Source: an optimization exercise on an open RTL-to-GDS flow (aim: small area, a short achievable clock period and few clock cycles per item). Production flows keep margins and buffers that such runs may drop. Function was checked by simulation only, so behaviour that the tests miss may differ from the original. No activity file was given, so power comes from the tool's default toggle rates.

## gactx_tile
module gactx_tile (
    input         clk,
    input         rst,
    input         start,
    input  [155:0] in_param,
    input         reverse_ref_in,
    input         reverse_query_in,
    input         complement_ref_in,
    input         complement_query_in,
    input  [3:0]  ref_length,
    input  [3:0]  query_length,
    output [3:0]  ref_bram_rd_addr,
    input  [7:0]  ref_bram_data_in,
    output [3:0]  query_bram_rd_addr,
    input  [7:0]  query_bram_data_in,
    input  [11:0] y_in,
    input         start_last,
    output [11:0] max_score,
    output [3:0]  H_offset,
    input  [3:0]  max_H_offset,
    output [3:0]  V_offset,
    input  [3:0]  max_V_offset,
    output [3:0]  ref_max_score_pos,
    output [3:0]  query_max_score_pos,
    output [7:0]  num_tb_steps,
    output [1:0]  dir,
    output        dir_valid,
    output        done
);
clock: 10.0 ns
lec_check: 0
cap_margin: 20
core_margin: 2
core_utilization: 55
cts_cluster_diameter: 110
cts_cluster_size: 20
slew_margin: 20
tns_end_percent: 5
standard.sh (not shown) runs the stock make flow with config.mk's settings and CLKGATE_MAP_FILE= SYNTH_SCRIPT=/design/flow/synth_recipe.tcl, a recipe that flattens the netlist after the stock synthesis.
==> flow/flow/run.sh <==
#!/bin/bash
set -euo pipefail
bash standard.sh SETUP_SLACK_MARGIN=6.5 finish > flow_make.log 2>&1
Testbench counts at the start, summed over its fixed seeds: cycles 13,033, tiles 192.
==> next run, changes <==
==> flow/flow/run.sh (replaced) <==
#!/bin/bash
set -euo pipefail
bash standard.sh SETUP_SLACK_MARGIN=6.8 finish > flow_make.log 2>&1
--- a/flow/config.mk
+++ b/flow/config.mk
@@ -12,3 +12,3 @@
 export CTS_CLUSTER_SIZE = 20
 export SLEW_MARGIN = 20
-export TNS_END_PERCENT = 5
+export TNS_END_PERCENT = 3
The changed run completed with no timing, DRC or antenna violations; global-route usage rises by 0.20 points; cell area grows slightly; synthesized cell count does not change; setup slack improved by 0.13 ns.

* * *

gactx_tile again, from the RTL that the note above started with.
==> flow/design.v (excerpt) <==
module gactx_tile (
    input         clk,
    input         rst,
    input         start,
    input  [155:0] in_param,
    input         reverse_ref_in,
    input         reverse_query_in,
    input         complement_ref_in,
    input         complement_query_in,
    input  [3:0]  ref_length,
    input  [3:0]  query_length,
    output [3:0]  ref_bram_rd_addr,
    input  [7:0]  ref_bram_data_in,
    output [3:0]  query_bram_rd_addr,
    input  [7:0]  query_bram_data_in,
    input  [11:0] y_in,
    input         start_last,
    output [11:0] max_score,
    output [3:0]  H_offset,
    input  [3:0]  max_H_offset,
    output [3:0]  V_offset,
    input  [3:0]  max_V_offset,
    output [3:0]  ref_max_score_pos,
    output [3:0]  query_max_score_pos,
    output [7:0]  num_tb_steps,
    output [1:0]  dir,
    output        dir_valid,
    output        done
);
    GACTX_ArrayTop #(
        .NUM_PE(4),
        .LOG_NUM_PE(2),
        .REF_LEN_WIDTH(4),
        .QUERY_LEN_WIDTH(4),
        .PE_WIDTH(12),
        .PARAM_ADDR_WIDTH(4),
        .BT_BRAM_ADDR_WIDTH(6)
    ) u_array (
        .clk                 (clk),
        .rst                 (rst),
        .start               (start),
        .in_param            (in_param),
        .reverse_ref_in      (reverse_ref_in),
        .reverse_query_in    (reverse_query_in),
        .complement_ref_in   (complement_ref_in),
        .complement_query_in (complement_query_in),
        .ref_length          (ref_length),
        .query_length        (query_length),
        .ref_bram_rd_addr    (ref_bram_rd_addr),
        .ref_bram_data_in    (ref_bram_data_in),
        .query_bram_rd_addr  (query_bram_rd_addr),
        .query_bram_data_in  (query_bram_data_in),
        .y_in                (y_in),
        .start_last          (start_last),
        .max_score           (max_score),
  ...
clock: 10.0 ns
lec_check: 0
cap_margin: 20
core_margin: 2
core_utilization: 55
slew_margin: 20
==> flow/flow/run.sh <==
#!/bin/bash
set -euo pipefail
bash standard.sh SETUP_SLACK_MARGIN=5.8 finish > flow_make.log 2>&1
Testbench counts at the start, summed over its fixed seeds: cycles 13,033, tiles 192.
Change:
==> flow/flow/run.sh (replaced) <==
#!/bin/bash
set -euo pipefail
bash standard.sh SETUP_SLACK_MARGIN=6.2 finish > flow_make.log 2>&1
Settings changed: CTS_CLUSTER_DIAMETER set to 110, CTS_CLUSTER_SIZE set to 20, TNS_END_PERCENT set to 5.
Worst setup slack gets better by 0.0087 ns.
First-iteration DRC count grows by 0.73%.
Sequential power is about the same.
Change:
==> flow/flow/run.sh (replaced) <==
#!/bin/bash
set -euo pipefail
bash standard.sh SETUP_SLACK_MARGIN=5.5 finish > flow_make.log 2>&1
Settings changed: CAP_MARGIN 20 to 30, TNS_END_PERCENT 5 to unset.
Cell count is about the same.
Synthesized cell count does not change.
Non-clock buffer count is higher by 34.
Sequential share of layout area is lower by 0.20 points.
Die area is unchanged.

* * *

job 101:
Starting RTL as in the previous note.
clock: 10.0 ns
lec_check: 0
cap_margin: 20
core_margin: 2
core_utilization: 55
cts_cluster_diameter: 110
cts_cluster_size: 20
slew_margin: 20
==> flow/flow/run.sh <==
#!/bin/bash
set -euo pipefail
bash standard.sh SETUP_SLACK_MARGIN=5.8 finish > flow_make.log 2>&1
Job 101: no failed stages, no open violations at the end
Testbench counts of job 101, summed over its fixed seeds: cycles 13,033, tiles 192.
Input changes introduced in job 102 (baseline for comparison: job 101):
Settings: changing CORE_UTILIZATION from 55 to 60.
## What came out
Looking only at routed wire length, and setting everything else aside, the lower value of job 101 and job 102 goes to job 102. From job 101 to job 102 the numbers moved as follows: global-route wire length before repair went down by about 2.8%, post-detailed-placement half-perimeter wirelength shows a reduction of 4.1%, via count of the routed design increased by about 0.38% relative to the old numbers, part of the cycle the worst path needs +3.1 points, static power due to leakage held. From job 101 to job 102, synthesized net count did not move at all. The non-clock buffer instance count of the final layout of job 102 falls short of that of job 101 by 5.

==> re-timing with driven ports <==
Ports are ideal in the flow. The routed layouts listed here were re-timed in OpenROAD.
Step 1 (the two cells are an assumption about what drives the block):
set clk [get_ports {clk}]
set_driving_cell -lib_cell sky130_fd_sc_hd__clkbuf_16 $clk
set_driving_cell -lib_cell sky130_fd_sc_hd__buf_2 [delete_from_list [all_inputs] $clk]
Step 2 adds t to the input delays and takes it off the output delays; t is the mean of the earliest and latest rising clock arrival at the registers after step 1. Input paths then give back, and output paths get back, about the clock's delay inside the block.
Three values: ideal, step 1, step 2; two values: the first two.
run	t, ns	setup slack, ns	worst setup path at the end	latest minus earliest clock arrival (ns)	pins driven straight from the clock port
the first run of note 1	0.930	5.168 / 5.168 / 5.015	input to register	0.074 / 0.074	1
the second run of note 1	0.941	5.301 / 5.301 / 5.008	input to register	0.069 / 0.069	1
the first run of note 2	0.985	5.272 / 5.272 / 4.874	input to register	0.129 / 0.128	1
the second run of note 2	0.922	5.280 / 5.280 / 4.400	input to register	0.067 / 0.067	1
the third run of note 2	0.938	5.084 / 5.084 / 4.529	input to register	0.084 / 0.084	1
job 101	0.943	5.296 / 5.296 / 4.930	input to register	0.107 / 0.107	1
job 102	0.936	4.982 / 4.982 / 4.877	input to register	0.108 / 0.108	1
After both steps setup and hold are still met in every run listed. For the second run of note 2, which loses most, drivers alone change the setup slack by 0.000 ns; drivers and shift together by -0.880 ns.
